This is an optimization exercise on Yosys and OpenROAD, whose aim is small area, not a production implementation.
Only the layout flow was run in this run; the RTL was not checked for function there.

==> design/flow/run.sh <==
#!/bin/bash
# synth_recipe.tcl (not shown) runs the flow's synth.tcl, then flattens the netlist and writes it again
# the make line also repeats each setting of config.mk as NAME=value (left out here)
make -C /OpenROAD-flow-scripts/flow DESIGN_CONFIG=/design/flow/config.mk WORK_HOME=/design/flow/orfs CLKGATE_MAP_FILE= SYNTH_SCRIPT=/design/flow/synth_recipe.tcl finish
==> design/flow/config.mk <==
export PLATFORM = sky130hd
export DESIGN_NAME = processing_element
export DESIGN_NICKNAME = processing_element
export VERILOG_FILES = /design/flow/design.v
export SDC_FILE = /design/flow/constraint.sdc
export NUM_CORES = 4
export LEC_CHECK = 0
export CAP_MARGIN = 20
export CORE_MARGIN = 2
export CORE_UTILIZATION = 40
export SLEW_MARGIN = 20
==> design/flow/constraint.sdc <==
create_clock -name core_clock -period 6.5 [get_ports {clk}]
set_input_delay 1.3000 -clock core_clock [delete_from_list [all_inputs] [get_ports {clk}]]
set_output_delay 1.3000 -clock core_clock [all_outputs]
set_load 0.01 [all_outputs]
==> design/flow/design.v <==
module processing_element(activation, weight, out, clk, rst);
parameter NON_ZERO_WEIGHTS = 108,
          SPECIAL_CASE = 0,
          FRACTIONAL_BITS = 8,
          BIT_SIZE = 16;
output reg signed [BIT_SIZE-1:0] out;
input [BIT_SIZE-1:0] activation, weight;
input clk, rst;
reg [23:0] s;
reg [15:0] d1, d2, d3, d4;
reg [6:0] cnt;       
reg valid;           
wire [23:0] prod = $signed(activation) * $signed(weight);
wire load = (cnt == 0);
always @(posedge clk) begin
  s <= (load ? 24'd0 : s) + prod;
  d1 <= s[FRACTIONAL_BITS+15:FRACTIONAL_BITS];
  d2 <= d1;
  d3 <= d2;
  d4 <= d3;
  if (!rst) begin
    cnt <= 0;
    valid <= 1'b0;
    out <= 0;
  end else begin
    cnt <= (cnt == NON_ZERO_WEIGHTS - 1) ? 7'd0 : cnt + 7'd1;
    valid <= valid | (cnt == 4);
    out <= valid ? d4 : 16'd0;
  end
end
endmodule
==> key figures <==
Synthesis
  – Cells after Synth: between 1,000 and 1,500
  – Area share of the largest cell type after synthesis: 0.371
  – Summed instance area of the synthesized netlist: roughly 0.011 mm2
  – Top_reg_cell synth: dfxtp_1
  – Cell taking the most area after synthesis: fa_1
  – Cell types with the largest area share after synthesis: fa_1 (37%), dfxtp_1 (20%), inv_1 (10%)
  – Number of distinct library cell variants in the gate-level netlist after synthesis: 45
  – Number of synthesized flops with an enable pin: 0
  – Ys Warns: 1
  – Net Count, Synth: roughly 1,500
  – Number of storage elements in the synthesis netlist: 112
  – Mean Syn Cell Area: between 9 and 10 um2
  – Fraction of synthesis flops using an asynchronous set or reset pin: 0
  – Sequential share of the synthesized area: 0.199

Floorplanning
  – Total Die Area: 0.0295 mm2
  – Std-Cell Rows: between 60 and 70
  – I/O pin count: 50
  – Die extent in x: between 150 and 200 um
  – DIE HEIGHT: roughly 170 um
  – Placeable core area: around 0.028 mm2
  – Initial standard-cell utilization of the core: 0.406

CTS
  – Clock latency reported for the late side of the worst-skew pair: between 0.3 and 0.4 ns
  – Buffer cell driving the clock tree root: clkbuf_16
  – Sinks on the clock net: between 100 and 150
  – Clock-pin slew reported for the worst setup and hold paths after clock tree synthesis: approximately 0.070 ns
  – Clock buffer count from CTS: 9
  – Maximum count of clock buffers along a single path: 2
  – Clock tree from TritonCTS: built
  – H-Tree Depth: 3

STA
  – Worst rel slew slack: 0.429
  – Worst slack on hold paths: 0.325 ns
  – Shortest clock period the worst path allows after layout: between 6 and 7 ns
  – Max-slew violation count: 0
  – Setup TNS Final: 0 ns
  – Maximum clock frequency: approximately 160 MHz
  – Transition time of the tightest slew-check pin: 0.845 ns
  – Total of endpoints with negative setup slack in the final report: 0
  – Layout Skew: roughly 0.0095 ns
  – Hold Violations, Final: 0
  – Portion of the clock cycle consumed by the worst path in the final layout: 0.980

Drt
  – Number of vias per cell: ~4.5
  – DRC viols: 0
  – First-pass DRT Iterations: 6
  – Vias after detailed routing: approximately 7,600
  – Detailed Route Iter0 Violations: 270
  – Final WL: ~23,000 um
  – Avg WL per Cell: roughly 14 um
  – Antenna Violating Nets Remaining: 0

Critical path
  – CP startpoint kind: input port
  – Endpoint required time on the critical path: ~6.8 ns
  – Worst r2r dst: s[23]$_DFF_P_
  – Critical path endpoint category: flop
  – Beginning of the worst register-to-register path: cnt[0]$_SDFF_PP0_
  – Data arrival at the endpoint of the critical path: 6.64 ns
  – Slack of the worst reg-to-reg path: ~0.87 ns
  – Category of the critical setup timing path: in2reg
  – Critical Path Fanout Max: 11
  – Register-to-Register Path Depth: 20
  – Start point of the critical path: activation[13]

Worst hold path
  – Worst min-delay path class: reg2reg
  – Worst Min Path Start: d3[4]$_DFF_P_
  – Worst Hold Depth: 0
  – Sink of the worst hold path: d4[4]$_DFF_P_

Global route
  – GRT Util Overall: 0.166
  – Residual overflow from global routing: 0
  – Vias in the first global route: around 8,000
  – Wire length of the first global-routing pass: about 38,000 um
  – Initial antenna violation count: 0
  – Pin count of the biggest net entering global routing: 21

Finish
  – Share of post-route cells with drive strength above 1: 0.131
  – Most common library cell in the layout ignoring fill and taps: inv_1
  – Final instance area: 0.0136 mm2
  – Most frequent cells in the layout: inv_1 (306), fa_1 (202), and2_1 (161), dfxtp_1 (112), buf_4 (94)
  – Area grow syn2layout: 20.9%
  – Count of antenna diodes in the layout: 0
  – End-of-flow core utilization: 0.490
  – Final Net Count: between 1,500 and 2,000

Placement
  – Number of buffers added on ports: a little under 50
  – Final HPWL from detailed placement: between 15,000 and 20,000 um
  – Total placed instance area: around 0.013 mm2
  – GPL Wtd Cong: ~0.83

Status
  – Run status: no timing/DRC/antenna violations

Run
  – Max-Cap Viols: 0
worst max-delay path, stage by stage:
cell             delay [ns]
clkdlybuf4s50_1        0.47
buf_6                  0.15
and2_1                 0.16
fa_1                   0.44
fa_1                   0.51
inv_1                  0.05
fa_1                   0.50
inv_1                  0.05
fa_1                   0.47
fa_1                   0.52
inv_1                  0.05
fa_1                   0.51
inv_2                  0.05
ha_4                   0.27
nand4_1                0.17
a2111oi_4              0.47
o2111ai_2              0.20
a21oi_2                0.16
xnor2_1                0.14
logic make-up (layout without fill, tap and decap cells):
| logic type | after synthesis | count (layout) | synth area share |
|---|---|---|---|
| DFF | 112 | 112 | 0.199 |
| AOI/OAI and AO/OA | 52 | 52 | 0.0337 |
| xor gates and xnor gates | 47 | 47 | 0.0372 |
| adders and majority gates | 292 | 292 | 0.464 |
| and+or+nand+nor | 314 | 314 | 0.151 |
| buffers and inverters | 344 | 490 | 0.115 |
| muxes | 1 | 1 | 0.000889 |
state kept, by name, indices dropped and copies added, names as in the netlist:
signal,count
d4,16
cnt,7
d1,16
d3,16
s,24
d2,16
valid,1
out,16
layer usage:
metal | track usage | part of all wire | vias to the layer above | routed length [um]
met2 | 0.301 | 0.54 | 107 | 12600
li1 | - | - | 3639 | -
met4 | 0.0343 | 0.015 | 0 | 350
met1 | 0.211 | 0.42 | 3859 | 9820
met3 | 0.0221 | 0.030 | 29 | 715
met5 | 0 | 0 | - | 0
synth_stat cells, drive strengths merged (3+ instances only):
master	instances
o21ai	8
xnor2	38
nor2b	4
dfxtp	112
and3	19
nand3	5
fa	209
ha	83
nand2b	4
nor3	3
and2	162
a31oi	3
nand2	89
a21oi	14
inv	308
a21o	12
xor2	9
nor2	20
clkbuf	35
metrics by stage:
| step | worst slack (ns) | instances |
|---|---|---|
| after floorplan | 0.0770 | 1162 |
| after global placement | -0.485 | 1663 |
| after detailed placement | -0.585 | 1663 |
| after CTS | 0.00628 | 1678 |
| after global routing | -0.0161 | 1686 |
| final | 0.129 | 1686 |
what timing repair did:
item	4_1_cts	5_1_grt
pin swaps	3	23
buffers inserted	0	3
resized for setup	12	57
hold buffers	0	0
gates cloned	0	5
endpoints found under the setup margin	5	11
final cells by class:
cell class / count / area [um2]
clock buffer: 11 / 253
clock inverter: 4 / 37.5
fill: 2669 / 14200
inverter: 308 / 1160
multi-input combinational: 706 / 7880
sequential: 112 / 2240
tap: 378 / 473
timing repair buffer: 167 / 1580
how the worst max path moves through the flow:
stage | to | cells after the start | slack [ns]
floorplan | s[23]$_DFF_P_ | 20 | 0.08
global placement | s[23]$_DFF_P_ | 20 | -0.49
detailed placement | s[23]$_DFF_P_ | 20 | -0.59
CTS | s[23]$_DFF_P_ | 21 | 0.006
global route | s[23]$_DFF_P_ | 21 | -0.02
finish | s[23]$_DFF_P_ | 19 | 0.13

re-timing with driven ports:
Ports are ideal in the flow. The routed layout listed here was re-timed in OpenROAD. Step 1: set_driving_cell puts a clkbuf_16 on clk and a buf_2 on each other input, an assumption about the parent block. Step 2 also shifts input and output timing later by t, the mid clock arrival at the registers, as if the neighbouring blocks saw the same clock. a / b / c = ideal / step 1 / step 2; a / b = the first two.
t (ns): 0.376
slack for setup (ns): 0.129 / 0.141 / -0.234
worst setup path after step 2: input to register
clock arrival spread, ns: 0.010 / 0.009
slew at the worst register clock pin (ns): 0.07 / 0.07
Met with ideal ports but missed after step 2: setup timing in this run. The setup slack of this run moves by +0.012 ns with the drivers and by -0.363 ns with both steps.
